Context: an optimization exercise on an open-source flow, tuned for small area and a short achievable clock period. The choices shown serve that exercise and are no tape-out recipe.
Where RTL was checked, it was by simulation tests only, not by an equivalence proof against the original.
Only the layout flow was run in run 2; the RTL was not checked for function there.

==> design/flow/config.mk <==
export PLATFORM = sky130hd
export DESIGN_NAME = DOUBLY_PIPELINE
export DESIGN_NICKNAME = DOUBLY_PIPELINE
export VERILOG_FILES = /design/flow/design.v
export SDC_FILE = /design/flow/constraint.sdc
export NUM_CORES = 4
export LEC_CHECK = 0
export CAP_MARGIN = 20
export CORE_MARGIN = 2
export CORE_UTILIZATION = 40
export CTS_CLUSTER_DIAMETER = 200
export CTS_CLUSTER_SIZE = 25
export SLEW_MARGIN = 20
==> design/flow/constraint.sdc <==
create_clock -name core_clock -period 22.0 [get_ports {clk}]
set_input_delay 4.4000 -clock core_clock [delete_from_list [all_inputs] [get_ports {clk}]]
set_output_delay 4.4000 -clock core_clock [all_outputs]
set_load 0.01 [all_outputs]
==> design/flow/design.v <==
module DOUBLY_PIPELINE(clk,xi,yi,r,ang,xf,yf);
input signed [15:0] xi,yi;
input clk;
output signed [15:0] r,ang;
output signed [15:0] xf,yf;
reg signed [15:6] xr, yr;   
reg signed [15:0] a2,a3,a4,a5,a6,a7,a8;
reg signed [15:0] b2,b3,b4,b5,b6,b7;
reg        t2;
reg [1:0]  t3;
reg [2:0]  t4;
reg [3:0]  t5;
reg [4:0]  t6;
reg [5:0]  t7;
reg [5:0]  t8;
reg signed [15:0] x2,x3,x4,x5,x6,x7,x8;
reg signed [15:0] y2,y3,y4,y5,y6,y7,y8;
reg signed [15:0] r_q, xf_q, yf_q;
reg [13:0] ang_q;
reg svn2, svn3, svn4, svn5, svn6;         
reg dxn1, dxn2, dxn3, dxn4, dxn5, dxn6;   
wire [15:0] sc_r, sc_x, sc_y;
scale16 u_sr(.v(a8), .q(sc_r));
scale16 u_sx(.v(x8), .q(sc_x));
scale16 u_sy(.v(y8), .q(sc_y));
wire signed [15:0] a1, b1;
wire c_a1, c_b1;
wire [5:0] a1lo_n, b1lo_n; wire ca_n, cb_n;
add6_skl u_a1lo(.a(xi[5:0]), .b(yi[5:0]), .cin(1'b0), .s(a1lo_n), .cout(ca_n));
add6_skl u_b1lo(.a(yi[5:0]), .b(~xi[5:0]), .cin(1'b1), .s(b1lo_n), .cout(cb_n));
reg [5:0] a1lo, b1lo; reg ca, cb;
wire [9:0] a1hi, b1hi;
add10_skl u_a1hi(.a(xr[15:6]), .b(yr[15:6]), .cin(ca), .s(a1hi), .cout(c_a1));
add10_skl u_b1hi(.a(yr[15:6]), .b(~xr[15:6]), .cin(cb), .s(b1hi), .cout(c_b1));
assign a1 = {a1hi, a1lo};
assign b1 = {b1hi, b1lo};
wire signed [15:0] sh_a2 = b1 >>> 1;
wire [15:0] n_a2; wire co_a2;
add_skl16 u_a2(.a(a1), .b(sh_a2 ^ {16{b1[15]}}), .cin(b1[15]), .s(n_a2), .cout(co_a2));
wire signed [15:0] sh_b2 = a1 >>> 1;
wire [15:0] n_b2; wire co_b2;
add_skl16 u_b2(.a(b1), .b(sh_b2 ^ {16{~b1[15]}}), .cin(~b1[15]), .s(n_b2), .cout(co_b2));
wire signed [15:0] sh_x2 = b1 >>> 1;
wire [15:0] n_x2; wire co_x2;
add_skl16 u_x2(.a(a1), .b(sh_x2 ^ {16{~dxn1}}), .cin(~dxn1), .s(n_x2), .cout(co_x2));
wire signed [15:0] sh_y2 = a1 >>> 1;
wire [15:0] n_y2; wire co_y2;
add_skl16 u_y2(.a(b1), .b(sh_y2 ^ {16{~t3[0]}}), .cin(~t3[0]), .s(n_y2), .cout(co_y2));
wire signed [15:0] sh_a3 = b2 >>> 2;
wire [15:0] n_a3; wire co_a3;
add_skl10 u_a3(.a(a2), .b(sh_a3 ^ {16{b2[15]}}), .cin(b2[15]), .s(n_a3), .cout(co_a3));
wire signed [15:0] sh_b3 = a2 >>> 2;
wire [15:0] n_b3; wire co_b3;
add_skl10 u_b3(.a(b2), .b(sh_b3 ^ {16{svn2}}), .cin(svn2), .s(n_b3), .cout(co_b3));
wire signed [15:0] sh_a4 = b3 >>> 3;
wire [15:0] n_a4; wire co_a4;
add_skl8 u_a4(.a(a3), .b(sh_a4 ^ {16{b3[15]}}), .cin(b3[15]), .s(n_a4), .cout(co_a4));
wire signed [15:0] sh_b4 = a3 >>> 3;
wire [15:0] n_b4; wire co_b4;
add_skl10 u_b4(.a(b3), .b(sh_b4 ^ {16{svn3}}), .cin(svn3), .s(n_b4), .cout(co_b4));
wire signed [15:0] sh_a5 = b4 >>> 4;
wire [15:0] n_a5; wire co_a5;
add_skl8 u_a5(.a(a4), .b(sh_a5 ^ {16{b4[15]}}), .cin(b4[15]), .s(n_a5), .cout(co_a5));
wire signed [15:0] sh_b5 = a4 >>> 4;
wire [15:0] n_b5; wire co_b5;
add_skl10 u_b5(.a(b4), .b(sh_b5 ^ {16{svn4}}), .cin(svn4), .s(n_b5), .cout(co_b5));
wire signed [15:0] sh_a6 = b5 >>> 5;
wire [15:0] n_a6; wire co_a6;
add_skl8 u_a6(.a(a5), .b(sh_a6 ^ {16{b5[15]}}), .cin(b5[15]), .s(n_a6), .cout(co_a6));
wire signed [15:0] sh_b6 = a5 >>> 5;
wire [15:0] n_b6; wire co_b6;
add_skl10 u_b6(.a(b5), .b(sh_b6 ^ {16{svn5}}), .cin(svn5), .s(n_b6), .cout(co_b6));
wire signed [15:0] sh_a7 = b6 >>> 6;
wire [15:0] n_a7; wire co_a7;
add_skl8 u_a7(.a(a6), .b(sh_a7 ^ {16{b6[15]}}), .cin(b6[15]), .s(n_a7), .cout(co_a7));
wire signed [15:0] sh_b7 = a6 >>> 6;
wire [15:0] n_b7; wire co_b7;
add_skl10 u_b7(.a(b6), .b(sh_b7 ^ {16{svn6}}), .cin(svn6), .s(n_b7), .cout(co_b7));
wire signed [15:0] sh_a8 = b7 >>> 7;
wire [15:0] n_a8; wire co_a8;
add_skl8 u_a8(.a(a7), .b(sh_a8 ^ {16{b7[15]}}), .cin(b7[15]), .s(n_a8), .cout(co_a8));
wire signed [15:0] sh_x3 = y2 >>> 2;
wire [15:0] n_x3; wire co_x3;
add_skl10 u_x3(.a(x2), .b(sh_x3 ^ {16{~dxn2}}), .cin(~dxn2), .s(n_x3), .cout(co_x3));
wire signed [15:0] sh_y3 = x2 >>> 2;
wire [15:0] n_y3; wire co_y3;
add_skl10 u_y3(.a(y2), .b(sh_y3 ^ {16{~t4[1]}}), .cin(~t4[1]), .s(n_y3), .cout(co_y3));
wire signed [15:0] sh_x4 = y3 >>> 3;
wire [15:0] n_x4; wire co_x4;
add_skl10 u_x4(.a(x3), .b(sh_x4 ^ {16{~dxn3}}), .cin(~dxn3), .s(n_x4), .cout(co_x4));
wire signed [15:0] sh_y4 = x3 >>> 3;
wire [15:0] n_y4; wire co_y4;
add_skl10 u_y4(.a(y3), .b(sh_y4 ^ {16{~t5[2]}}), .cin(~t5[2]), .s(n_y4), .cout(co_y4));
wire signed [15:0] sh_x5 = y4 >>> 4;
wire [15:0] n_x5; wire co_x5;
add_skl10 u_x5(.a(x4), .b(sh_x5 ^ {16{~dxn4}}), .cin(~dxn4), .s(n_x5), .cout(co_x5));
wire signed [15:0] sh_y5 = x4 >>> 4;
wire [15:0] n_y5; wire co_y5;
add_skl10 u_y5(.a(y4), .b(sh_y5 ^ {16{~t6[3]}}), .cin(~t6[3]), .s(n_y5), .cout(co_y5));
wire signed [15:0] sh_x6 = y5 >>> 5;
wire [15:0] n_x6; wire co_x6;
add_skl10 u_x6(.a(x5), .b(sh_x6 ^ {16{~dxn5}}), .cin(~dxn5), .s(n_x6), .cout(co_x6));
wire signed [15:0] sh_y6 = x5 >>> 5;
wire [15:0] n_y6; wire co_y6;
add_skl10 u_y6(.a(y5), .b(sh_y6 ^ {16{~t7[4]}}), .cin(~t7[4]), .s(n_y6), .cout(co_y6));
wire signed [15:0] sh_x7 = y6 >>> 6;
wire [15:0] n_x7; wire co_x7;
add_skl10 u_x7(.a(x6), .b(sh_x7 ^ {16{~dxn6}}), .cin(~dxn6), .s(n_x7), .cout(co_x7));
wire signed [15:0] sh_y7 = x6 >>> 6;
wire [15:0] n_y7; wire co_y7;
add_skl10 u_y7(.a(y6), .b(sh_y7 ^ {16{~t8[5]}}), .cin(~t8[5]), .s(n_y7), .cout(co_y7));
wire signed [15:0] sh_x8 = y7 >>> 7;
wire [15:0] n_x8; wire co_x8;
add_skl8 u_x8(.a(x7), .b(sh_x8 ^ {16{1'b1}}), .cin(1'b1), .s(n_x8), .cout(co_x8));
wire signed [15:0] sh_y8 = x7 >>> 7;
wire [15:0] n_y8; wire co_y8;
add_skl8 u_y8(.a(y7), .b(sh_y8 ^ {16{1'b0}}), .cin(1'b0), .s(n_y8), .cout(co_y8));
wire [13:0] ang_half = 14'd4928 - (t8[0] ? 14'd2657 : 14'd0) - (t8[1] ? 14'd1404 : 14'd0)
                     - (t8[2] ? 14'd713 : 14'd0) - (t8[3] ? 14'd358 : 14'd0)
                     - (t8[4] ? 14'd179 : 14'd0) - (t8[5] ? 14'd89 : 14'd0);
always @(posedge clk) begin
  xr <= xi[15:6];
  yr <= yi[15:6];
  a1lo <= a1lo_n; b1lo <= b1lo_n; ca <= ca_n; cb <= cb_n;
  a2 <= n_a2; b2 <= n_b2;
  a3 <= n_a3; b3 <= n_b3;
  a4 <= n_a4; b4 <= n_b4;
  a5 <= n_a5; b5 <= n_b5;
  a6 <= n_a6; b6 <= n_b6;
  a7 <= n_a7; b7 <= n_b7;
  a8 <= n_a8;
  t2 <= b1[15];
  t3 <= {b2[15], t2};
  t4 <= {b3[15], t3};
  t5 <= {b4[15], t4};
  t6 <= {b5[15], t5};
  t7 <= {b6[15], t6};
  t8 <= t7;
  x2 <= n_x2; y2 <= n_y2;
  x3 <= n_x3; y3 <= n_y3;
  x4 <= n_x4; y4 <= n_y4;
  x5 <= n_x5; y5 <= n_y5;
  x6 <= n_x6; y6 <= n_y6;
  x7 <= n_x7; y7 <= n_y7;
  x8 <= n_x8; y8 <= n_y8;
  r_q   <= sc_r;
  xf_q  <= sc_x;
  yf_q  <= sc_y;
  ang_q <= ang_half;
  svn2 <= ~n_b2[15];
  svn3 <= ~n_b3[15];
  svn4 <= ~n_b4[15];
  svn5 <= ~n_b5[15];
  svn6 <= ~n_b6[15];
  dxn1 <= ~t2;
  dxn2 <= ~t3[1];
  dxn3 <= ~t4[2];
  dxn4 <= ~t5[3];
  dxn5 <= ~t6[4];
  dxn6 <= ~t7[5];
end
assign r = r_q;
assign xf = xf_q;
assign yf = yf_q;
assign ang = {ang_q[13], ang_q, 1'b0};
endmodule
module add10_skl(input [9:0] a, b, input cin, output [9:0] s, output cout);
wire [9:0] p = a ^ b; wire [9:0] g = a & b;
wire gg0 = g[0] | (p[0] & cin);
wire gg1 = g[2] | (p[2] & g[1]); wire pp1 = p[2] & p[1];
wire gg2 = g[4] | (p[4] & g[3]); wire pp2 = p[4] & p[3];
wire gg3 = g[6] | (p[6] & g[5]); wire pp3 = p[6] & p[5];
wire gg4 = g[8] | (p[8] & g[7]); wire pp4 = p[8] & p[7];
wire gg5 = g[1] | (p[1] & gg0);
wire gg6 = gg1 | (pp1 & gg0);
wire gg7 = g[5] | (p[5] & gg2); wire pp7 = p[5] & pp2;
wire gg8 = gg3 | (pp3 & gg2); wire pp8 = pp3 & pp2;
wire gg9 = g[9] | (p[9] & gg4); wire pp9 = p[9] & pp4;
wire gg10 = g[3] | (p[3] & gg6);
wire gg11 = gg2 | (pp2 & gg6);
wire gg12 = gg7 | (pp7 & gg6);
wire gg13 = gg8 | (pp8 & gg6);
wire gg14 = g[7] | (p[7] & gg13);
wire gg15 = gg4 | (pp4 & gg13);
wire gg16 = gg9 | (pp9 & gg13);
assign s[0] = p[0] ^ cin;
assign s[1] = p[1] ^ gg0;
assign s[2] = p[2] ^ gg5;
assign s[3] = p[3] ^ gg6;
assign s[4] = p[4] ^ gg10;
assign s[5] = p[5] ^ gg11;
assign s[6] = p[6] ^ gg12;
assign s[7] = p[7] ^ gg13;
assign s[8] = p[8] ^ gg14;
assign s[9] = p[9] ^ gg15;
assign cout = gg16;
endmodule
module add6_skl(input [5:0] a, b, input cin, output [5:0] s, output cout);
wire [5:0] p = a ^ b; wire [5:0] g = a & b;
wire gg0 = g[0] | (p[0] & cin);
wire gg1 = g[2] | (p[2] & g[1]); wire pp1 = p[2] & p[1];
wire gg2 = g[4] | (p[4] & g[3]); wire pp2 = p[4] & p[3];
wire gg3 = g[1] | (p[1] & gg0);
wire gg4 = gg1 | (pp1 & gg0);
wire gg5 = g[5] | (p[5] & gg2); wire pp5 = p[5] & pp2;
wire gg6 = g[3] | (p[3] & gg4);
wire gg7 = gg2 | (pp2 & gg4);
wire gg8 = gg5 | (pp5 & gg4);
assign s[0] = p[0] ^ cin;
assign s[1] = p[1] ^ gg0;
assign s[2] = p[2] ^ gg3;
assign s[3] = p[3] ^ gg4;
assign s[4] = p[4] ^ gg6;
assign s[5] = p[5] ^ gg7;
assign cout = gg8;
endmodule
module add_skl10(input [15:0] a, b, input cin, output [15:0] s, output cout);
wire [15:0] p = a ^ b; wire [15:0] g = a & b;
wire gg0 = g[0] | (p[0] & cin);
wire gg1 = g[2] | (p[2] & g[1]); wire pp1 = p[2] & p[1];
wire gg2 = g[4] | (p[4] & g[3]); wire pp2 = p[4] & p[3];
wire gg3 = g[6] | (p[6] & g[5]); wire pp3 = p[6] & p[5];
wire gg4 = g[8] | (p[8] & g[7]); wire pp4 = p[8] & p[7];
wire gg5 = g[1] | (p[1] & gg0);
wire gg6 = gg1 | (pp1 & gg0);
wire gg7 = g[5] | (p[5] & gg2); wire pp7 = p[5] & pp2;
wire gg8 = gg3 | (pp3 & gg2); wire pp8 = pp3 & pp2;
wire gg9 = g[9] | (p[9] & gg4); wire pp9 = p[9] & pp4;
wire gg10 = g[3] | (p[3] & gg6);
wire gg11 = gg2 | (pp2 & gg6);
wire gg12 = gg7 | (pp7 & gg6);
wire gg13 = gg8 | (pp8 & gg6);
wire gg14 = g[7] | (p[7] & gg13);
wire gg15 = gg4 | (pp4 & gg13);
wire gg16 = gg9 | (pp9 & gg13);
assign s[0] = p[0] ^ cin;
assign s[1] = p[1] ^ gg0;
assign s[2] = p[2] ^ gg5;
assign s[3] = p[3] ^ gg6;
assign s[4] = p[4] ^ gg10;
assign s[5] = p[5] ^ gg11;
assign s[6] = p[6] ^ gg12;
assign s[7] = p[7] ^ gg13;
assign s[8] = p[8] ^ gg14;
assign s[9] = p[9] ^ gg15;
wire [16:10] c; assign c[10] = gg16;
assign s[10] = a[10]^b[10]^c[10]; assign c[11] = (a[10]&b[10]) | (c[10]&(a[10]^b[10]));
assign s[11] = a[11]^b[11]^c[11]; assign c[12] = (a[11]&b[11]) | (c[11]&(a[11]^b[11]));
assign s[12] = a[12]^b[12]^c[12]; assign c[13] = (a[12]&b[12]) | (c[12]&(a[12]^b[12]));
assign s[13] = a[13]^b[13]^c[13]; assign c[14] = (a[13]&b[13]) | (c[13]&(a[13]^b[13]));
assign s[14] = a[14]^b[14]^c[14]; assign c[15] = (a[14]&b[14]) | (c[14]&(a[14]^b[14]));
assign s[15] = a[15]^b[15]^c[15]; assign c[16] = (a[15]&b[15]) | (c[15]&(a[15]^b[15]));
assign cout = c[16];
endmodule
module add_skl16(input [15:0] a, b, input cin, output [15:0] s, output cout);
wire [15:0] p = a ^ b; wire [15:0] g = a & b;
wire gg0 = g[0] | (p[0] & cin);
wire gg1 = g[2] | (p[2] & g[1]); wire pp1 = p[2] & p[1];
wire gg2 = g[4] | (p[4] & g[3]); wire pp2 = p[4] & p[3];
wire gg3 = g[6] | (p[6] & g[5]); wire pp3 = p[6] & p[5];
wire gg4 = g[8] | (p[8] & g[7]); wire pp4 = p[8] & p[7];
wire gg5 = g[10] | (p[10] & g[9]); wire pp5 = p[10] & p[9];
wire gg6 = g[12] | (p[12] & g[11]); wire pp6 = p[12] & p[11];
wire gg7 = g[14] | (p[14] & g[13]); wire pp7 = p[14] & p[13];
wire gg8 = g[1] | (p[1] & gg0);
wire gg9 = gg1 | (pp1 & gg0);
wire gg10 = g[5] | (p[5] & gg2); wire pp10 = p[5] & pp2;
wire gg11 = gg3 | (pp3 & gg2); wire pp11 = pp3 & pp2;
wire gg12 = g[9] | (p[9] & gg4); wire pp12 = p[9] & pp4;
wire gg13 = gg5 | (pp5 & gg4); wire pp13 = pp5 & pp4;
wire gg14 = g[13] | (p[13] & gg6); wire pp14 = p[13] & pp6;
wire gg15 = gg7 | (pp7 & gg6); wire pp15 = pp7 & pp6;
wire gg16 = g[3] | (p[3] & gg9);
wire gg17 = gg2 | (pp2 & gg9);
wire gg18 = gg10 | (pp10 & gg9);
wire gg19 = gg11 | (pp11 & gg9);
wire gg20 = g[11] | (p[11] & gg13); wire pp20 = p[11] & pp13;
wire gg21 = gg6 | (pp6 & gg13); wire pp21 = pp6 & pp13;
wire gg22 = gg14 | (pp14 & gg13); wire pp22 = pp14 & pp13;
wire gg23 = gg15 | (pp15 & gg13); wire pp23 = pp15 & pp13;
wire gg24 = g[7] | (p[7] & gg19);
wire gg25 = gg4 | (pp4 & gg19);
wire gg26 = gg12 | (pp12 & gg19);
wire gg27 = gg13 | (pp13 & gg19);
wire gg28 = gg20 | (pp20 & gg19);
wire gg29 = gg21 | (pp21 & gg19);
wire gg30 = gg22 | (pp22 & gg19);
wire gg31 = gg23 | (pp23 & gg19);
wire gg32 = g[15] | (p[15] & gg31);
assign s[0] = p[0] ^ cin;
assign s[1] = p[1] ^ gg0;
assign s[2] = p[2] ^ gg8;
assign s[3] = p[3] ^ gg9;
assign s[4] = p[4] ^ gg16;
assign s[5] = p[5] ^ gg17;
assign s[6] = p[6] ^ gg18;
assign s[7] = p[7] ^ gg19;
assign s[8] = p[8] ^ gg24;
assign s[9] = p[9] ^ gg25;
assign s[10] = p[10] ^ gg26;
assign s[11] = p[11] ^ gg27;
assign s[12] = p[12] ^ gg28;
assign s[13] = p[13] ^ gg29;
assign s[14] = p[14] ^ gg30;
assign s[15] = p[15] ^ gg31;
assign cout = gg32;
endmodule
module add_skl8(input [15:0] a, b, input cin, output [15:0] s, output cout);
wire [15:0] p = a ^ b; wire [15:0] g = a & b;
wire gg0 = g[0] | (p[0] & cin);
wire gg1 = g[2] | (p[2] & g[1]); wire pp1 = p[2] & p[1];
wire gg2 = g[4] | (p[4] & g[3]); wire pp2 = p[4] & p[3];
wire gg3 = g[6] | (p[6] & g[5]); wire pp3 = p[6] & p[5];
wire gg4 = g[1] | (p[1] & gg0);
wire gg5 = gg1 | (pp1 & gg0);
wire gg6 = g[5] | (p[5] & gg2); wire pp6 = p[5] & pp2;
wire gg7 = gg3 | (pp3 & gg2); wire pp7 = pp3 & pp2;
wire gg8 = g[3] | (p[3] & gg5);
wire gg9 = gg2 | (pp2 & gg5);
wire gg10 = gg6 | (pp6 & gg5);
wire gg11 = gg7 | (pp7 & gg5);
wire gg12 = g[7] | (p[7] & gg11);
assign s[0] = p[0] ^ cin;
assign s[1] = p[1] ^ gg0;
assign s[2] = p[2] ^ gg4;
assign s[3] = p[3] ^ gg5;
assign s[4] = p[4] ^ gg8;
assign s[5] = p[5] ^ gg9;
assign s[6] = p[6] ^ gg10;
assign s[7] = p[7] ^ gg11;
wire [16:8] c; assign c[8] = gg12;
assign s[8] = a[8]^b[8]^c[8]; assign c[9] = (a[8]&b[8]) | (c[8]&(a[8]^b[8]));
assign s[9] = a[9]^b[9]^c[9]; assign c[10] = (a[9]&b[9]) | (c[9]&(a[9]^b[9]));
assign s[10] = a[10]^b[10]^c[10]; assign c[11] = (a[10]&b[10]) | (c[10]&(a[10]^b[10]));
assign s[11] = a[11]^b[11]^c[11]; assign c[12] = (a[11]&b[11]) | (c[11]&(a[11]^b[11]));
assign s[12] = a[12]^b[12]^c[12]; assign c[13] = (a[12]&b[12]) | (c[12]&(a[12]^b[12]));
assign s[13] = a[13]^b[13]^c[13]; assign c[14] = (a[13]&b[13]) | (c[13]&(a[13]^b[13]));
assign s[14] = a[14]^b[14]^c[14]; assign c[15] = (a[14]&b[14]) | (c[14]&(a[14]^b[14]));
assign s[15] = a[15]^b[15]^c[15]; assign c[16] = (a[15]&b[15]) | (c[15]&(a[15]^b[15]));
assign cout = c[16];
endmodule
module scale16(input [15:0] v, output [15:0] q);
wire [15:0] nv = ~v;
wire fs0 = v[13] ^ v[7]; wire fc0 = v[13] & v[7];
wire fs1 = v[14] ^ v[8] ^ v[5]; wire fc1 = (v[14] & v[8]) | (v[14] & v[5]) | (v[8] & v[5]);
wire fs2 = nv[12] ^ nv[10]; wire fc2 = nv[12] & nv[10];
wire fs3 = v[9] ^ v[6] ^ nv[15]; wire fc3 = (v[9] & v[6]) | (v[9] & nv[15]) | (v[6] & nv[15]);
wire fs4 = v[13] ^ v[11] ^ v[3]; wire fc4 = (v[13] & v[11]) | (v[13] & v[3]) | (v[11] & v[3]);
wire fs5 = v[10] ^ v[7] ^ nv[14]; wire fc5 = (v[10] & v[7]) | (v[10] & nv[14]) | (v[7] & nv[14]);
wire fs6 = nv[12] ^ nv[4]; wire fc6 = nv[12] & nv[4];
wire fs7 = v[15] ^ v[11] ^ v[8]; wire fc7 = (v[15] & v[11]) | (v[15] & v[8]) | (v[11] & v[8]);
wire fs8 = v[13] ^ v[5] ^ v[3]; wire fc8 = (v[13] & v[5]) | (v[13] & v[3]) | (v[5] & v[3]);
wire fs9 = v[12] ^ v[9] ^ nv[14]; wire fc9 = (v[12] & v[9]) | (v[12] & nv[14]) | (v[9] & nv[14]);
wire fs10 = nv[6] ^ nv[4]; wire fc10 = nv[6] & nv[4];
wire fs11 = v[15] ^ v[13] ^ v[10]; wire fc11 = (v[15] & v[13]) | (v[15] & v[10]) | (v[13] & v[10]);
wire fs12 = v[14] ^ v[11] ^ v[0]; wire fc12 = (v[14] & v[11]) | (v[14] & v[0]) | (v[11] & v[0]);
wire fs13 = v[12] ^ v[1]; wire fc13 = v[12] & v[1];
wire fs14 = v[13] ^ v[2] ^ v[0]; wire fc14 = (v[13] & v[2]) | (v[13] & v[0]) | (v[2] & v[0]);
wire fs15 = v[14] ^ v[3] ^ v[1]; wire fc15 = (v[14] & v[3]) | (v[14] & v[1]) | (v[3] & v[1]);
wire fs16 = v[15] ^ nv[11]; wire fc16 = v[15] & nv[11];
wire fs17 = v[4] ^ v[2] ^ nv[15]; wire fc17 = (v[4] & v[2]) | (v[4] & nv[15]) | (v[2] & nv[15]);
wire fs18 = v[5] ^ v[3]; wire fc18 = v[5] & v[3];
wire fs19 = v[6] ^ v[4]; wire fc19 = v[6] & v[4];
wire fs20 = v[11] ^ v[5] ^ v[2]; wire fc20 = (v[11] & v[5]) | (v[11] & v[2]) | (v[5] & v[2]);
wire fs21 = v[12] ^ v[6] ^ v[3]; wire fc21 = (v[12] & v[6]) | (v[12] & v[3]) | (v[6] & v[3]);
wire fs22 = nv[10] ^ nv[8]; wire fc22 = nv[10] & nv[8];
wire fs23 = fs0 ^ v[4] ^ nv[11]; wire fc23 = (fs0 & v[4]) | (fs0 & nv[11]) | (v[4] & nv[11]);
wire fs24 = v[9] ^ v[1] ^ v[15]; wire fc24 = (v[9] & v[1]) | (v[9] & v[15]) | (v[1] & v[15]);
wire fs25 = fc0 ^ fs1 ^ fs2; wire fc25 = (fc0 & fs1) | (fc0 & fs2) | (fs1 & fs2);
wire fs26 = v[2] ^ v[0] ^ ~1'b1; wire fc26 = (v[2] & v[0]) | (v[2] & ~1'b1) | (v[0] & ~1'b1);
wire fs27 = fc1 ^ fc2 ^ fs3; wire fc27 = (fc1 & fc2) | (fc1 & fs3) | (fc2 & fs3);
wire fs28 = fs4 ^ v[1] ^ ~1'b1; wire fc28 = (fs4 & v[1]) | (fs4 & ~1'b1) | (v[1] & ~1'b1);
wire fs29 = fc3 ^ fs5 ^ fs6; wire fc29 = (fc3 & fs5) | (fc3 & fs6) | (fs5 & fs6);
wire fs30 = fc4 ^ v[2] ^ ~1'b1; wire fc30 = (fc4 & v[2]) | (fc4 & ~1'b1) | (v[2] & ~1'b1);
wire fs31 = fc5 ^ fc6 ^ fs7; wire fc31 = (fc5 & fc6) | (fc5 & fs7) | (fc6 & fs7);
wire fs32 = fs8 ^ v[0] ^ ~1'b1; wire fc32 = (fs8 & v[0]) | (fs8 & ~1'b1) | (v[0] & ~1'b1);
wire fs33 = fc7 ^ fs9 ^ fs10; wire fc33 = (fc7 & fs9) | (fc7 & fs10) | (fs9 & fs10);
wire fs34 = fc8 ^ v[1] ^ ~1'b1; wire fc34 = (fc8 & v[1]) | (fc8 & ~1'b1) | (v[1] & ~1'b1);
wire fs35 = fc9 ^ fc10 ^ fs11; wire fc35 = (fc9 & fc10) | (fc9 & fs11) | (fc10 & fs11);
wire fs36 = v[7] ^ v[5] ^ v[2]; wire fc36 = (v[7] & v[5]) | (v[7] & v[2]) | (v[5] & v[2]);
wire fs37 = fc11 ^ fs12 ^ nv[8]; wire fc37 = (fc11 & fs12) | (fc11 & nv[8]) | (fs12 & nv[8]);
wire fs38 = v[6] ^ v[3] ^ ~1'b1; wire fc38 = (v[6] & v[3]) | (v[6] & ~1'b1) | (v[3] & ~1'b1);
wire fs39 = fc12 ^ fs13 ^ nv[15]; wire fc39 = (fc12 & fs13) | (fc12 & nv[15]) | (fs13 & nv[15]);
wire fs40 = v[9] ^ v[7] ^ v[4]; wire fc40 = (v[9] & v[7]) | (v[9] & v[4]) | (v[7] & v[4]);
wire fs41 = fc13 ^ fs14 ^ nv[10]; wire fc41 = (fc13 & fs14) | (fc13 & nv[10]) | (fs14 & nv[10]);
wire fs42 = v[8] ^ v[5] ^ ~1'b1; wire fc42 = (v[8] & v[5]) | (v[8] & ~1'b1) | (v[5] & ~1'b1);
wire fs43 = fc14 ^ fs15 ^ fs16; wire fc43 = (fc14 & fs15) | (fc14 & fs16) | (fs15 & fs16);
wire fs44 = v[9] ^ v[6] ^ ~1'b1; wire fc44 = (v[9] & v[6]) | (v[9] & ~1'b1) | (v[6] & ~1'b1);
wire fs45 = fc15 ^ fc16 ^ fs17; wire fc45 = (fc15 & fc16) | (fc15 & fs17) | (fc16 & fs17);
wire fs46 = v[12] ^ v[10] ^ v[7]; wire fc46 = (v[12] & v[10]) | (v[12] & v[7]) | (v[10] & v[7]);
wire fs47 = fc17 ^ fs18 ^ nv[13]; wire fc47 = (fc17 & fs18) | (fc17 & nv[13]) | (fs18 & nv[13]);
wire fs48 = v[11] ^ v[8] ^ ~1'b1; wire fc48 = (v[11] & v[8]) | (v[11] & ~1'b1) | (v[8] & ~1'b1);
wire fs49 = fc18 ^ fs19 ^ nv[14]; wire fc49 = (fc18 & fs19) | (fc18 & nv[14]) | (fs19 & nv[14]);
wire fs50 = v[12] ^ v[9] ^ ~1'b1; wire fc50 = (v[12] & v[9]) | (v[12] & ~1'b1) | (v[9] & ~1'b1);
wire fs51 = fc19 ^ v[15] ^ v[7]; wire fc51 = (fc19 & v[15]) | (fc19 & v[7]) | (v[15] & v[7]);
wire fs52 = nv[5] ^ v[13] ^ v[10]; wire fc52 = (nv[5] & v[13]) | (nv[5] & v[10]) | (v[13] & v[10]);
wire fs53 = v[8] ^ v[6] ^ nv[14]; wire fc53 = (v[8] & v[6]) | (v[8] & nv[14]) | (v[6] & nv[14]);
wire fs54 = nv[11] ^ 1'b1; wire fc54 = nv[11] & 1'b1;
wire fs55 = v[15] ^ v[9] ^ v[7]; wire fc55 = (v[15] & v[9]) | (v[15] & v[7]) | (v[9] & v[7]);
wire fs56 = v[10] ^ v[8]; wire fc56 = v[10] & v[8];
wire fs57 = v[11] ^ v[9]; wire fc57 = v[11] & v[9];
wire fs58 = fs20 ^ nv[9]; wire fc58 = fs20 & nv[9];
wire fs59 = fc20 ^ fs21 ^ fs22; wire fc59 = (fc20 & fs21) | (fc20 & fs22) | (fs21 & fs22);
wire fs60 = fc21 ^ fc22 ^ fs23; wire fc60 = (fc21 & fc22) | (fc21 & fs23) | (fc22 & fs23);
wire fs61 = fc23 ^ fs25 ^ ~fc24; wire fc61 = (fc23 & fs25) | (fc23 & ~fc24) | (fs25 & ~fc24);
wire fs62 = fc25 ^ fs27 ^ ~fc26; wire fc62 = (fc25 & fs27) | (fc25 & ~fc26) | (fs27 & ~fc26);
wire fs63 = fc27 ^ fs29 ^ ~fc28; wire fc63 = (fc27 & fs29) | (fc27 & ~fc28) | (fs29 & ~fc28);
wire fs64 = fc29 ^ fs31 ^ ~fc30; wire fc64 = (fc29 & fs31) | (fc29 & ~fc30) | (fs31 & ~fc30);
wire fs65 = fc31 ^ fs33 ^ ~fc32; wire fc65 = (fc31 & fs33) | (fc31 & ~fc32) | (fs33 & ~fc32);
wire fs66 = fc33 ^ fs35 ^ ~fc34; wire fc66 = (fc33 & fs35) | (fc33 & ~fc34) | (fs35 & ~fc34);
wire fs67 = fc35 ^ fs37 ^ ~fc36; wire fc67 = (fc35 & fs37) | (fc35 & ~fc36) | (fs37 & ~fc36);
wire fs68 = fc37 ^ fs39 ^ ~fc38; wire fc68 = (fc37 & fs39) | (fc37 & ~fc38) | (fs39 & ~fc38);
wire fs69 = fc39 ^ fs41 ^ ~fc40; wire fc69 = (fc39 & fs41) | (fc39 & ~fc40) | (fs41 & ~fc40);
wire fs70 = fc41 ^ fs43 ^ ~fc42; wire fc70 = (fc41 & fs43) | (fc41 & ~fc42) | (fs43 & ~fc42);
wire fs71 = fc43 ^ fs45 ^ ~fc44; wire fc71 = (fc43 & fs45) | (fc43 & ~fc44) | (fs45 & ~fc44);
wire fs72 = fc45 ^ fs47 ^ ~fc46; wire fc72 = (fc45 & fs47) | (fc45 & ~fc46) | (fs47 & ~fc46);
wire fs73 = fc47 ^ fs49 ^ ~fc48; wire fc73 = (fc47 & fs49) | (fc47 & ~fc48) | (fs49 & ~fc48);
wire fs74 = fc49 ^ fs51 ^ ~fc50; wire fc74 = (fc49 & fs51) | (fc49 & ~fc50) | (fs51 & ~fc50);
wire fs75 = fc51 ^ fs53 ^ fs54; wire fc75 = (fc51 & fs53) | (fc51 & fs54) | (fs53 & fs54);
wire fs76 = fc53 ^ fc54 ^ fs55; wire fc76 = (fc53 & fc54) | (fc53 & fs55) | (fc54 & fs55);
wire fs77 = fc55 ^ fs56 ^ nv[13]; wire fc77 = (fc55 & fs56) | (fc55 & nv[13]) | (fs56 & nv[13]);
wire fs78 = fc56 ^ fs57 ^ nv[14]; wire fc78 = (fc56 & fs57) | (fc56 & nv[14]) | (fs57 & nv[14]);
wire fs79 = fc57 ^ v[15] ^ v[12]; wire fc79 = (fc57 & v[15]) | (fc57 & v[12]) | (v[15] & v[12]);
wire fs80 = v[13] ^ v[11]; wire fc80 = v[13] & v[11];
wire fs81 = v[14] ^ v[12]; wire fc81 = v[14] & v[12];
wire fs82 = fs58 ^ nv[7]; wire fc82 = fs58 & nv[7];
wire fs83 = fc58 ^ fs59 ^ nv[0]; wire fc83 = (fc58 & fs59) | (fc58 & nv[0]) | (fs59 & nv[0]);
wire fs84 = fc59 ^ fs60 ^ ~fs24; wire fc84 = (fc59 & fs60) | (fc59 & ~fs24) | (fs60 & ~fs24);
wire fs85 = fc60 ^ fs61 ^ ~fs26; wire fc85 = (fc60 & fs61) | (fc60 & ~fs26) | (fs61 & ~fs26);
wire fs86 = fc61 ^ fs62 ^ ~fs28; wire fc86 = (fc61 & fs62) | (fc61 & ~fs28) | (fs62 & ~fs28);
wire fs87 = fc62 ^ fs63 ^ ~fs30; wire fc87 = (fc62 & fs63) | (fc62 & ~fs30) | (fs63 & ~fs30);
wire fs88 = fc63 ^ fs64 ^ ~fs32; wire fc88 = (fc63 & fs64) | (fc63 & ~fs32) | (fs64 & ~fs32);
wire fs89 = fc64 ^ fs65 ^ ~fs34; wire fc89 = (fc64 & fs65) | (fc64 & ~fs34) | (fs65 & ~fs34);
wire fs90 = fc65 ^ fs66 ^ ~fs36; wire fc90 = (fc65 & fs66) | (fc65 & ~fs36) | (fs66 & ~fs36);
wire fs91 = fc66 ^ fs67 ^ ~fs38; wire fc91 = (fc66 & fs67) | (fc66 & ~fs38) | (fs67 & ~fs38);
wire fs92 = fc67 ^ fs68 ^ ~fs40; wire fc92 = (fc67 & fs68) | (fc67 & ~fs40) | (fs68 & ~fs40);
wire fs93 = fc68 ^ fs69 ^ ~fs42; wire fc93 = (fc68 & fs69) | (fc68 & ~fs42) | (fs69 & ~fs42);
wire fs94 = fc69 ^ fs70 ^ ~fs44; wire fc94 = (fc69 & fs70) | (fc69 & ~fs44) | (fs70 & ~fs44);
wire fs95 = fc70 ^ fs71 ^ ~fs46; wire fc95 = (fc70 & fs71) | (fc70 & ~fs46) | (fs71 & ~fs46);
wire fs96 = fc71 ^ fs72 ^ ~fs48; wire fc96 = (fc71 & fs72) | (fc71 & ~fs48) | (fs72 & ~fs48);
wire fs97 = fc72 ^ fs73 ^ ~fs50; wire fc97 = (fc72 & fs73) | (fc72 & ~fs50) | (fs73 & ~fs50);
wire fs98 = fc73 ^ fs74 ^ ~fs52; wire fc98 = (fc73 & fs74) | (fc73 & ~fs52) | (fs74 & ~fs52);
wire fs99 = fc74 ^ fs75 ^ ~fc52; wire fc99 = (fc74 & fs75) | (fc74 & ~fc52) | (fs75 & ~fc52);
wire fs100 = fc75 ^ fs76 ^ nv[12]; wire fc100 = (fc75 & fs76) | (fc75 & nv[12]) | (fs76 & nv[12]);
wire fs101 = fc76 ^ fs77 ^ 1'b1; wire fc101 = (fc76 & fs77) | (fc76 & 1'b1) | (fs77 & 1'b1);
wire fs102 = fc77 ^ fs78 ^ 1'b1; wire fc102 = (fc77 & fs78) | (fc77 & 1'b1) | (fs78 & 1'b1);
wire fs103 = fc78 ^ fs79 ^ v[10]; wire fc103 = (fc78 & fs79) | (fc78 & v[10]) | (fs79 & v[10]);
wire fs104 = fc79 ^ fs80 ^ 1'b1; wire fc104 = (fc79 & fs80) | (fc79 & 1'b1) | (fs80 & 1'b1);
wire fs105 = fc80 ^ fs81 ^ 1'b1; wire fc105 = (fc80 & fs81) | (fc80 & 1'b1) | (fs81 & 1'b1);
wire fs106 = fc81 ^ v[13] ^ nv[15]; wire fc106 = (fc81 & v[13]) | (fc81 & nv[15]) | (v[13] & nv[15]);
wire fs107 = v[14] ^ 1'b1; wire fc107 = v[14] & 1'b1;
wire [27:0] ra = {1'b1, fc107, fc106, fc105, fc104, fc103, fc102, fc101, fc100, fc99, fc98, fc97, fc96, fc95, fc94, fc93, fc92, fc91, fc90, fc89, fc88, fc87, fc86, fc85, fc84, fc83, fc82, fs82};
wire [27:0] rb = {1'b0, nv[15], fs107, fs106, fs105, fs104, fs103, fs102, fs101, fs100, fs99, fs98, fs97, fs96, fs95, fs94, fs93, fs92, fs91, fs90, fs89, fs88, fs87, fs86, fs85, fs84, fs83, 1'b1};
wire [27:0] rs; wire rco;
scale16_fin u_fin(.a(ra), .b(rb), .cin(1'b0), .s(rs), .cout(rco));
assign q = rs[27:12];
endmodule
module scale16_fin(input [27:0] a, b, input cin, output [27:0] s, output cout);
wire [27:0] p = a ^ b; wire [27:0] g = a & b;
wire gg0 = g[0] | (p[0] & cin);
wire gg1 = g[2] | (p[2] & g[1]); wire pp1 = p[2] & p[1];
wire gg2 = g[4] | (p[4] & g[3]); wire pp2 = p[4] & p[3];
wire gg3 = g[6] | (p[6] & g[5]); wire pp3 = p[6] & p[5];
wire gg4 = g[8] | (p[8] & g[7]); wire pp4 = p[8] & p[7];
wire gg5 = g[10] | (p[10] & g[9]); wire pp5 = p[10] & p[9];
wire gg6 = g[12] | (p[12] & g[11]); wire pp6 = p[12] & p[11];
wire gg7 = g[14] | (p[14] & g[13]); wire pp7 = p[14] & p[13];
wire gg8 = g[16] | (p[16] & g[15]); wire pp8 = p[16] & p[15];
wire gg9 = g[18] | (p[18] & g[17]); wire pp9 = p[18] & p[17];
wire gg10 = g[20] | (p[20] & g[19]); wire pp10 = p[20] & p[19];
wire gg11 = g[22] | (p[22] & g[21]); wire pp11 = p[22] & p[21];
wire gg12 = g[24] | (p[24] & g[23]); wire pp12 = p[24] & p[23];
wire gg13 = g[26] | (p[26] & g[25]); wire pp13 = p[26] & p[25];
wire gg14 = g[1] | (p[1] & gg0);
wire gg15 = gg1 | (pp1 & gg0);
wire gg16 = g[5] | (p[5] & gg2); wire pp16 = p[5] & pp2;
wire gg17 = gg3 | (pp3 & gg2); wire pp17 = pp3 & pp2;
wire gg18 = g[9] | (p[9] & gg4); wire pp18 = p[9] & pp4;
wire gg19 = gg5 | (pp5 & gg4); wire pp19 = pp5 & pp4;
wire gg20 = g[13] | (p[13] & gg6); wire pp20 = p[13] & pp6;
wire gg21 = gg7 | (pp7 & gg6); wire pp21 = pp7 & pp6;
wire gg22 = g[17] | (p[17] & gg8); wire pp22 = p[17] & pp8;
wire gg23 = gg9 | (pp9 & gg8); wire pp23 = pp9 & pp8;
wire gg24 = g[21] | (p[21] & gg10); wire pp24 = p[21] & pp10;
wire gg25 = gg11 | (pp11 & gg10); wire pp25 = pp11 & pp10;
wire gg26 = g[25] | (p[25] & gg12); wire pp26 = p[25] & pp12;
wire gg27 = gg13 | (pp13 & gg12); wire pp27 = pp13 & pp12;
wire gg28 = g[3] | (p[3] & gg15);
wire gg29 = gg2 | (pp2 & gg15);
wire gg30 = gg16 | (pp16 & gg15);
wire gg31 = gg17 | (pp17 & gg15);
wire gg32 = g[11] | (p[11] & gg19); wire pp32 = p[11] & pp19;
wire gg33 = gg6 | (pp6 & gg19); wire pp33 = pp6 & pp19;
wire gg34 = gg20 | (pp20 & gg19); wire pp34 = pp20 & pp19;
wire gg35 = gg21 | (pp21 & gg19); wire pp35 = pp21 & pp19;
wire gg36 = g[19] | (p[19] & gg23); wire pp36 = p[19] & pp23;
wire gg37 = gg10 | (pp10 & gg23); wire pp37 = pp10 & pp23;
wire gg38 = gg24 | (pp24 & gg23); wire pp38 = pp24 & pp23;
wire gg39 = gg25 | (pp25 & gg23); wire pp39 = pp25 & pp23;
wire gg40 = g[27] | (p[27] & gg27); wire pp40 = p[27] & pp27;
wire gg41 = g[7] | (p[7] & gg31);
wire gg42 = gg4 | (pp4 & gg31);
wire gg43 = gg18 | (pp18 & gg31);
wire gg44 = gg19 | (pp19 & gg31);
wire gg45 = gg32 | (pp32 & gg31);
wire gg46 = gg33 | (pp33 & gg31);
wire gg47 = gg34 | (pp34 & gg31);
wire gg48 = gg35 | (pp35 & gg31);
wire gg49 = g[23] | (p[23] & gg39); wire pp49 = p[23] & pp39;
wire gg50 = gg12 | (pp12 & gg39); wire pp50 = pp12 & pp39;
wire gg51 = gg26 | (pp26 & gg39); wire pp51 = pp26 & pp39;
wire gg52 = gg27 | (pp27 & gg39); wire pp52 = pp27 & pp39;
wire gg53 = gg40 | (pp40 & gg39); wire pp53 = pp40 & pp39;
wire gg54 = g[15] | (p[15] & gg48);
wire gg55 = gg8 | (pp8 & gg48);
wire gg56 = gg22 | (pp22 & gg48);
wire gg57 = gg23 | (pp23 & gg48);
wire gg58 = gg36 | (pp36 & gg48);
wire gg59 = gg37 | (pp37 & gg48);
wire gg60 = gg38 | (pp38 & gg48);
wire gg61 = gg39 | (pp39 & gg48);
wire gg62 = gg49 | (pp49 & gg48);
wire gg63 = gg50 | (pp50 & gg48);
wire gg64 = gg51 | (pp51 & gg48);
wire gg65 = gg52 | (pp52 & gg48);
wire gg66 = gg53 | (pp53 & gg48);
assign s[0] = p[0] ^ cin;
assign s[1] = p[1] ^ gg0;
assign s[2] = p[2] ^ gg14;
assign s[3] = p[3] ^ gg15;
assign s[4] = p[4] ^ gg28;
assign s[5] = p[5] ^ gg29;
assign s[6] = p[6] ^ gg30;
assign s[7] = p[7] ^ gg31;
assign s[8] = p[8] ^ gg41;
assign s[9] = p[9] ^ gg42;
assign s[10] = p[10] ^ gg43;
assign s[11] = p[11] ^ gg44;
assign s[12] = p[12] ^ gg45;
assign s[13] = p[13] ^ gg46;
assign s[14] = p[14] ^ gg47;
assign s[15] = p[15] ^ gg48;
assign s[16] = p[16] ^ gg54;
assign s[17] = p[17] ^ gg55;
assign s[18] = p[18] ^ gg56;
assign s[19] = p[19] ^ gg57;
assign s[20] = p[20] ^ gg58;
assign s[21] = p[21] ^ gg59;
assign s[22] = p[22] ^ gg60;
assign s[23] = p[23] ^ gg61;
assign s[24] = p[24] ^ gg62;
assign s[25] = p[25] ^ gg63;
assign s[26] = p[26] ^ gg64;
assign s[27] = p[27] ^ gg65;
assign cout = gg66;
endmodule
==> design/flow/flow/run.sh <==
#!/bin/bash
set -euo pipefail
export BUFFER_PORTS_ARGS="-buffer_cell sky130_fd_sc_hd__buf_2"
export SETUP_SLACK_MARGIN=16.5
bash standard.sh > standard_flow.log 2>&1
==> design/flow/standard.sh <==
#!/bin/bash
# synth_recipe.tcl (not shown) runs the flow's synth.tcl, then flattens the netlist and writes it again
# the make line also repeats each setting of config.mk as NAME=value (left out here)
make -C /OpenROAD-flow-scripts/flow DESIGN_CONFIG=/design/flow/config.mk WORK_HOME=/design/flow/orfs CLKGATE_MAP_FILE= SYNTH_SCRIPT=/design/flow/synth_recipe.tcl "${@:-finish}"
==> results of run 1 <==
-- routing by layer --
metal  GRT usage (%)  part of all wire [%]
met5               0                     0
met4            2.98                   1.9
met3            1.43                   2.7
met2            26.5                    51
met1            17.9                    45
-- kinds of logic (layout without fill, tap and decap cells) --
family	count (synthesis)	count (layout)	share of synthesized area [%]
compound gates	377	377	6.74
xor+xnor	559	559	12.9
fa+ha+maj	942	942	39.6
buf+inv	795	892	7.89
flops	556	556	29.3
mux	13	13	0.378
other cells	1	1	0.00986
simple gates	251	251	3.23
-- cells in the final DEF, fill, tap and decap left out, types with 4 or more instances in the layout --
cell type and instances:
buf_4 9, nand2_1 35, dfxtp_1 496, o21ai_1 4, o21a_1 17, nand3_1 18
o21bai_1 32, a31oi_1 4, inv_1 753, xnor2_1 301, and2_1 16, mux2_2 11
buf_6 22, fa_1 435, xor2_1 257, a21oi_1 108, o21ai_0 35, o211ai_1 6
and3_1 6, nor2_1 80, a31o_2 17, dfxtp_2 57, clkbuf_16 26, or2_2 6
nor3_1 25, or3_1 5, buf_2 74, a211oi_1 10, a21o_1 96, nand2b_1 41
nor2b_1 14, o21ba_2 12, ha_1 504
-- repair_timing --
action	in CTS	in global routing
resized for setup	40	64
setup endpoints to repair	51	73
buffers inserted	1	7
pin swaps	1	4
-- how the worst max path moves through the flow --
stage,endpoint,depth (start not counted),slack (ns)
after floorplan,a1lo[4],7,16.48
after global placement,r_q[14],17,15.88
after detailed placement,r_q[14],17,15.79
after CTS,r_q[14],20,16.47
after global routing,r_q[14],20,16.47
final,yf[13],1,16.54
-- per-stage QoR --
step	hold slack (ns)	utilization [%]	setup slack (ns)	instances
floorplan	0.310	-	16.48	3494
global placement	0.312	42.3	15.88	4819
detailed placement	0.312	42.3	15.79	4819
CTS	0.337	43.2	16.47	4849
global route	0.347	43.4	16.47	4856
finish	0.335	43.4	16.54	4856
-- layout make-up --
cell class              instances  area share [%]
clock buffers                  26            1.58
clock inverters                 3           0.152
well taps                    1265            3.85
flip-flops and latches        556            27.3
repair buffers                105            1.67
multi-input cells            2143            58.4
inverters                     758            6.99
==> impl_metrics.tcl, run 1 <==
set metrics [dict create \
    critPathCaptureType "output port" \
    async_flop_share_pct 0 \
    finalCriticalPeriod_ns 5.46 \
    die_x_um 312 \
    viasPerCell 4.40 \
    num_vias 21352 \
    htreeDepth 1 \
    ys_ff_latch 556 \
    grt-ovfl-total 0 \
    rsz0062_at_grt "true" \
    clk_pin_slew_ns 0.11 \
    fin_setup_tns_ns 0 \
    hold_violations 0 \
    finalSetupViolations 0 \
    maxCapViolations 0 \
    ys_warn_count 1 \
    avgSynthCellArea_um2 10.9 \
    regArea_um2 11200 \
    arrival_ns 1.06 \
    start_util_pct 40.2 \
    cp_data_required_time_ns 17.60 \
    worstMarginPinSlew_ns 0.911 \
    r2r_start "x8[9]" \
    slew_viol_final 0 \
    antenna_found_initial 0 \
    die_y_um 312 \
    crit_fanout 1 \
    clk_latency_ns 0.61 \
    cp_slowest_cell "dfxtp_2" \
    postCtsHoldBufs 0 \
    startpoint "yf_q[13]" \
    yosysSeqAreaShare_pct 29.3 \
    worst_setup_path_start_kind "flop" \
    initialDrtViolationCount 678 \
    finalCritPeriodShare_pct 24.8 \
    port_buffers 95 \
    rr_worst_depth 19 \
    core_um2 94600 \
    grt_pass1_vias 23121 \
    hp-class "flop to flop" \
    hold_end "t8[2]" \
    multi_input_area_um2 24000 \
    grt_usage_pct 14.3 \
    routabilityCongestion 0.873 \
    fin_nets 4565 \
    hpwl_um 57100 \
    stdcell_area_um2 41100 \
    min_from "t7[2]" \
    cpPeakStageDelay_ns 0.33 \
    synth_area_leaders "dfxtp_1 29%, fa_1 23%, ha_1 17%, inv_1 7.5%, xnor2_1 7.0%" \
    netlist_area_um2 38000 \
    finClkSkew_ns 0.0190 \
    first_pass_iters 5 \
    yosysMostFrequentCell "inv_1" \
    synth-edff-count 0 \
    path_delay_family "flip-flops" \
    fillers 8935 \
    path_class "flop to output port" \
    drc 0 \
    grt_pass1_wl_um 115000 \
    die_area_um2 97600 \
    antenna_left 0 \
    root_buffer "clkbuf_16" \
    synth.distinct_cells 53 \
    pin_count 97 \
    rows 113 \
    path_buf_inv 1 \
    yosys.area.top_type_share_pct 29.3 \
    wl_per_cell_um 13.8 \
    ys.flop_type "dfxtp_1" \
    synthTopCellsByCount "758 x inv_1, 556 x dfxtp_1, 506 x ha_1, 436 x fa_1, 302 x xnor2_1" \
    cts_tree "built" \
    post_dp_cell_area_um2 40000 \
    worst-r2r-setup-slack_ns 16.80 \
    worstPathCellList "buf_6" \
    antennaDiodeCount 0 \
    relSlewSlack_pct 39.2 \
    status "finished clean" \
    synth_top_area_cell "dfxtp_1" \
    min_path_cells 0 \
    syn_nets 4469 \
    cts_made_buffers 26 \
    syn_to_final_growth_pct 7.98 \
    drive_gt1_share_pct 7.32 \
    cts_max_path_buffers 3 \
    grt_max_degree 30 \
    totalWireLength_um 67200 \
    fmax_ghz 0.183 \
    postSynthCellCount 3494 \
    reg2reg_to "xf_q[14]" \
    cts_sinks 556 \
]
==> run 2, diff against run 1 <==
--- a/design/flow/design.v
+++ b/design/flow/design.v
@@ -42,7 +42,7 @@
 add_skl16 u_b2(.a(b1), .b(sh_b2 ^ {16{~b1[15]}}), .cin(~b1[15]), .s(n_b2), .cout(co_b2));
 wire signed [15:0] sh_x2 = b1 >>> 1;
 wire [15:0] n_x2; wire co_x2;
-add_skl16 u_x2(.a(a1), .b(sh_x2 ^ {16{~dxn1}}), .cin(~dxn1), .s(n_x2), .cout(co_x2));
+add_skl16 u_x2(.a(a1), .b(sh_x2 ^ {16{t3[0]}}), .cin(t3[0]), .s(n_x2), .cout(co_x2));
 wire signed [15:0] sh_y2 = a1 >>> 1;
 wire [15:0] n_y2; wire co_y2;
 add_skl16 u_y2(.a(b1), .b(sh_y2 ^ {16{~t3[0]}}), .cin(~t3[0]), .s(n_y2), .cout(co_y2));
@@ -51,61 +51,61 @@
 add_skl10 u_a3(.a(a2), .b(sh_a3 ^ {16{b2[15]}}), .cin(b2[15]), .s(n_a3), .cout(co_a3));
 wire signed [15:0] sh_b3 = a2 >>> 2;
 wire [15:0] n_b3; wire co_b3;
-add_skl10 u_b3(.a(b2), .b(sh_b3 ^ {16{svn2}}), .cin(svn2), .s(n_b3), .cout(co_b3));
+add_skl10 u_b3(.a(b2), .b(sh_b3 ^ {16{~b2[15]}}), .cin(~b2[15]), .s(n_b3), .cout(co_b3));
 wire signed [15:0] sh_a4 = b3 >>> 3;
 wire [15:0] n_a4; wire co_a4;
 add_skl8 u_a4(.a(a3), .b(sh_a4 ^ {16{b3[15]}}), .cin(b3[15]), .s(n_a4), .cout(co_a4));
 wire signed [15:0] sh_b4 = a3 >>> 3;
 wire [15:0] n_b4; wire co_b4;
-add_skl10 u_b4(.a(b3), .b(sh_b4 ^ {16{svn3}}), .cin(svn3), .s(n_b4), .cout(co_b4));
+add_skl10 u_b4(.a(b3), .b(sh_b4 ^ {16{~b3[15]}}), .cin(~b3[15]), .s(n_b4), .cout(co_b4));
 wire signed [15:0] sh_a5 = b4 >>> 4;
 wire [15:0] n_a5; wire co_a5;
 add_skl8 u_a5(.a(a4), .b(sh_a5 ^ {16{b4[15]}}), .cin(b4[15]), .s(n_a5), .cout(co_a5));
 wire signed [15:0] sh_b5 = a4 >>> 4;
 wire [15:0] n_b5; wire co_b5;
-add_skl10 u_b5(.a(b4), .b(sh_b5 ^ {16{svn4}}), .cin(svn4), .s(n_b5), .cout(co_b5));
+add_skl10 u_b5(.a(b4), .b(sh_b5 ^ {16{~b4[15]}}), .cin(~b4[15]), .s(n_b5), .cout(co_b5));
 wire signed [15:0] sh_a6 = b5 >>> 5;
 wire [15:0] n_a6; wire co_a6;
 add_skl8 u_a6(.a(a5), .b(sh_a6 ^ {16{b5[15]}}), .cin(b5[15]), .s(n_a6), .cout(co_a6));
 wire signed [15:0] sh_b6 = a5 >>> 5;
 wire [15:0] n_b6; wire co_b6;
-add_skl10 u_b6(.a(b5), .b(sh_b6 ^ {16{svn5}}), .cin(svn5), .s(n_b6), .cout(co_b6));
+add_skl10 u_b6(.a(b5), .b(sh_b6 ^ {16{~b5[15]}}), .cin(~b5[15]), .s(n_b6), .cout(co_b6));
 wire signed [15:0] sh_a7 = b6 >>> 6;
 wire [15:0] n_a7; wire co_a7;
 add_skl8 u_a7(.a(a6), .b(sh_a7 ^ {16{b6[15]}}), .cin(b6[15]), .s(n_a7), .cout(co_a7));
 wire signed [15:0] sh_b7 = a6 >>> 6;
 wire [15:0] n_b7; wire co_b7;
-add_skl10 u_b7(.a(b6), .b(sh_b7 ^ {16{svn6}}), .cin(svn6), .s(n_b7), .cout(co_b7));
+add_skl10 u_b7(.a(b6), .b(sh_b7 ^ {16{~b6[15]}}), .cin(~b6[15]), .s(n_b7), .cout(co_b7));
 wire signed [15:0] sh_a8 = b7 >>> 7;
 wire [15:0] n_a8; wire co_a8;
 add_skl8 u_a8(.a(a7), .b(sh_a8 ^ {16{b7[15]}}), .cin(b7[15]), .s(n_a8), .cout(co_a8));
 wire signed [15:0] sh_x3 = y2 >>> 2;
 wire [15:0] n_x3; wire co_x3;
-add_skl10 u_x3(.a(x2), .b(sh_x3 ^ {16{~dxn2}}), .cin(~dxn2), .s(n_x3), .cout(co_x3));
+add_skl10 u_x3(.a(x2), .b(sh_x3 ^ {16{t4[1]}}), .cin(t4[1]), .s(n_x3), .cout(co_x3));
 wire signed [15:0] sh_y3 = x2 >>> 2;
 wire [15:0] n_y3; wire co_y3;
 add_skl10 u_y3(.a(y2), .b(sh_y3 ^ {16{~t4[1]}}), .cin(~t4[1]), .s(n_y3), .cout(co_y3));
 wire signed [15:0] sh_x4 = y3 >>> 3;
 wire [15:0] n_x4; wire co_x4;
-add_skl10 u_x4(.a(x3), .b(sh_x4 ^ {16{~dxn3}}), .cin(~dxn3), .s(n_x4), .cout(co_x4));
+add_skl10 u_x4(.a(x3), .b(sh_x4 ^ {16{t5[2]}}), .cin(t5[2]), .s(n_x4), .cout(co_x4));
 wire signed [15:0] sh_y4 = x3 >>> 3;
 wire [15:0] n_y4; wire co_y4;
 add_skl10 u_y4(.a(y3), .b(sh_y4 ^ {16{~t5[2]}}), .cin(~t5[2]), .s(n_y4), .cout(co_y4));
 wire signed [15:0] sh_x5 = y4 >>> 4;
 wire [15:0] n_x5; wire co_x5;
-add_skl10 u_x5(.a(x4), .b(sh_x5 ^ {16{~dxn4}}), .cin(~dxn4), .s(n_x5), .cout(co_x5));
+add_skl10 u_x5(.a(x4), .b(sh_x5 ^ {16{t6[3]}}), .cin(t6[3]), .s(n_x5), .cout(co_x5));
 wire signed [15:0] sh_y5 = x4 >>> 4;
 wire [15:0] n_y5; wire co_y5;
 add_skl10 u_y5(.a(y4), .b(sh_y5 ^ {16{~t6[3]}}), .cin(~t6[3]), .s(n_y5), .cout(co_y5));
 wire signed [15:0] sh_x6 = y5 >>> 5;
 wire [15:0] n_x6; wire co_x6;
-add_skl10 u_x6(.a(x5), .b(sh_x6 ^ {16{~dxn5}}), .cin(~dxn5), .s(n_x6), .cout(co_x6));
+add_skl10 u_x6(.a(x5), .b(sh_x6 ^ {16{t7[4]}}), .cin(t7[4]), .s(n_x6), .cout(co_x6));
 wire signed [15:0] sh_y6 = x5 >>> 5;
 wire [15:0] n_y6; wire co_y6;
 add_skl10 u_y6(.a(y5), .b(sh_y6 ^ {16{~t7[4]}}), .cin(~t7[4]), .s(n_y6), .cout(co_y6));
 wire signed [15:0] sh_x7 = y6 >>> 6;
 wire [15:0] n_x7; wire co_x7;
-add_skl10 u_x7(.a(x6), .b(sh_x7 ^ {16{~dxn6}}), .cin(~dxn6), .s(n_x7), .cout(co_x7));
+add_skl10 u_x7(.a(x6), .b(sh_x7 ^ {16{t8[5]}}), .cin(t8[5]), .s(n_x7), .cout(co_x7));
 wire signed [15:0] sh_y7 = x6 >>> 6;
 wire [15:0] n_y7; wire co_y7;
 add_skl10 u_y7(.a(y6), .b(sh_y7 ^ {16{~t8[5]}}), .cin(~t8[5]), .s(n_y7), .cout(co_y7));
@@ -147,17 +147,6 @@
   xf_q  <= sc_x;
   yf_q  <= sc_y;
   ang_q <= ang_half;
-  svn2 <= ~n_b2[15];
-  svn3 <= ~n_b3[15];
-  svn4 <= ~n_b4[15];
-  svn5 <= ~n_b5[15];
-  svn6 <= ~n_b6[15];
-  dxn1 <= ~t2;
-  dxn2 <= ~t3[1];
-  dxn3 <= ~t4[2];
-  dxn4 <= ~t5[3];
-  dxn5 <= ~t6[4];
-  dxn6 <= ~t7[5];
 end
 assign r = r_q;
 assign xf = xf_q;
==> impl_metrics.tcl, run 2 <==
set metrics [dict create \
    cts_max_path_buffers 3 \
    antenna_found_initial 0 \
    cp_data_required_time_ns 17.60 \
    ys_warn_count 1 \
    cpPeakStageDelay_ns 0.33 \
    yosys.area.top_type_share_pct 28.8 \
    worstPathCellList "buf_2" \
    drc 0 \
    yosysSeqAreaShare_pct 28.8 \
    grt_pass1_vias 22668 \
    worstMarginPinSlew_ns 0.861 \
    path_class "flop to output port" \
    die_y_um 312 \
    postSynthCellCount 3475 \
    path_buf_inv 1 \
    hp-class "flop to flop" \
    finClkSkew_ns 0.0241 \
    antenna_left 0 \
    wl_per_cell_um 13.3 \
    slew_viol_final 0 \
    num_vias 21014 \
    viasPerCell 4.36 \
    cts_sinks 545 \
    die_area_um2 97100 \
    final_common_cell "inv_1" \
    arrival_ns 1.05 \
    routabilityCongestion 0.883 \
    met2_length_um 30900 \
    synth-edff-count 0 \
    htreeDepth 1 \
    synth_area_leaders "dfxtp_1 29%, fa_1 23%, ha_1 17%, inv_1 7.4%, xnor2_1 6.3%" \
    grt_max_degree 31 \
    status "finished clean" \
    critPathCaptureType "output port" \
    drt-met1-wl_um 30300 \
    maxCapViolations 0 \
    postCtsHoldBufs 0 \
    port_buffers 95 \
    clk_pin_slew_ns 0.11 \
    core_um2 93600 \
    hold_violations 0 \
    root_buffer "clkbuf_16" \
    netlist_area_um2 37800 \
    fin_util_pct 43.4 \
    ys_ff_latch 545 \
    syn_to_final_growth_pct 7.40 \
    finalSetupViolations 0 \
    die_x_um 312 \
    yosysMostFrequentCell "inv_1" \
    cp_slowest_cell "dfxtp_2" \
    totalWireLength_um 64300 \
    avgSynthCellArea_um2 10.9 \
    first_pass_iters 6 \
    synth_top_area_cell "dfxtp_1" \
    grt_pass1_wl_um 111000 \
    finalCritPeriodShare_pct 24.8 \
    fmax_ghz 0.183 \
    worst_setup_path_start_kind "flop" \
    start_util_pct 40.4 \
    relSlewSlack_pct 42.2 \
    finalCriticalPeriod_ns 5.45 \
    synthTopCellsByCount "747 x inv_1, 545 x dfxtp_1, 506 x ha_1, 436 x fa_1" \
    fin_nets 4545 \
    crit_fanout 2 \
    synth.distinct_cells 68 \
    async_flop_share_pct 0 \
    top_layer "met4" \
    path_delay_family "flip-flops" \
    layout_common_cells "744 x inv_1, 513 x dfxtp_1, 504 x ha_1" \
    syn_nets 4450 \
    antennaDiodeCount 0 \
    grt-ovfl-total 0 \
    rsz0062_at_grt "true" \
    cts_tree "built" \
    hpwl_um 54500 \
    initialDrtViolationCount 607 \
    pin_count 97 \
    rows 112 \
    drive_gt1_share_pct 6.22 \
    met3_length_um 1360 \
    clk_latency_ns 0.60 \
    cts_made_buffers 25 \
    ys.flop_type "dfxtp_1" \
    grt_usage_pct 13.7 \
    fin_setup_tns_ns 0 \
]
## run 2: cell count changes after synthesis, moves of 7 or more
cell,previous run,this run
o21ai_0,38,28
dfxtp_1,556,545
xor2_1,257,271
a31o_2,17,5
nor2b_1,14,23
nand3_1,18,6
a21o_1,96,103
inv_1,758,747
xnor2_1,302,271
a31o_1,0,13
o21ai_1,2,15
## run 2: path summary, 6_finish.rpt
kind / cells past startpoint / slack [ns] / end / from
hold reg to reg: 0 / 0.32 / t8[5] / t7[5]
setup reg to reg: 17 / 16.76 / yf_q[14] / y8[10]
setup / recovery: 1 / 16.55 / ang[15] / ang_q[13]
hold / removal: 0 / 0.32 / t8[5] / t7[5]
## run 2: final cells by class
type	instances	area, um^2
fillers	8943	53000
multi-input cells	2141	24000
flip-flops and latches	545	11000
inverters	748	2820
well taps	1254	1570
repair buffers	109	662
clock buffers	25	626
clock inverters	2	27.5
## run 2: stage by stage
step | area, um^2 | std cells | worst slack, ns | hold WS, ns
5_1_grt | 40600 | 4824 | 16.47 | 0.332
2_1_floorplan | 37900 | 3475 | 16.48 | 0.310
3_3_place_gp | 39800 | 4795 | 16.16 | 0.311
6_report | 40600 | 4824 | 16.55 | 0.321
3_5_place_dp | 39800 | 4795 | 16.15 | 0.312
4_1_cts | 40500 | 4822 | 16.48 | 0.320
## run 2: cells by family (layout without fill, tap and decap cells)
| kind of cell | count (synthesis) | in the layout | synth area share, % |
|---|---|---|---|
| fa+ha+maj | 942 | 942 | 39.8 |
| buf+inv | 789 | 884 | 7.92 |
| flops | 545 | 545 | 28.8 |
| xor+xnor | 543 | 543 | 12.6 |
| compound gates | 383 | 383 | 7.00 |
| simple gates | 258 | 258 | 3.45 |
| mux | 14 | 14 | 0.407 |
| other cells | 1 | 1 | 0.00991 |
## run 2: routing by layer
metal	vias up	global-route usage (%)
li1	10903	-
met1	9857	17.8
met2	181	24.2
met3	73	1.50
met4	0	3.45
met5	-	0
## run 2: timing repair
| item | 4_1_cts | 5_1_grt |
|---|---|---|
| buffers inserted | 0 | 2 |
| setup endpoints to repair | 7 | 49 |
| gates resized for setup | 6 | 43 |
| pin swaps | 0 | 0 |

[re-timing with driven ports]
The flow's constraints put no driver on any port. The routed layouts listed below were extracted and timed again, unchanged, in two steps. Step 1, drivers: a clkbuf_16 drives clk and a buf_2 each remaining input, both assumed. Step 2 also shifts input and output timing later by t, the mid clock arrival at the registers, as if the neighbouring blocks saw the same clock. a / b / c = ideal / step 1 / step 2; a / b = the first two.
run | shift t [ns] | slack for setup (ns) | worst hold slack (ns) | worst setup path at the end | pins driven straight from the clock port
run 1 | 0.658 | 16.543 / 16.482 / 16.085 | 0.335 / 0.335 / 0.335 | input to register | 1
run 2 | 0.655 | 16.547 / 16.483 / 16.177 | 0.321 / 0.321 / 0.321 | input to register | 1
After both steps setup and hold are still met in every run listed. The setup slack of run 1, which loses most, moves by -0.061 ns with the drivers and by -0.458 ns with both steps.
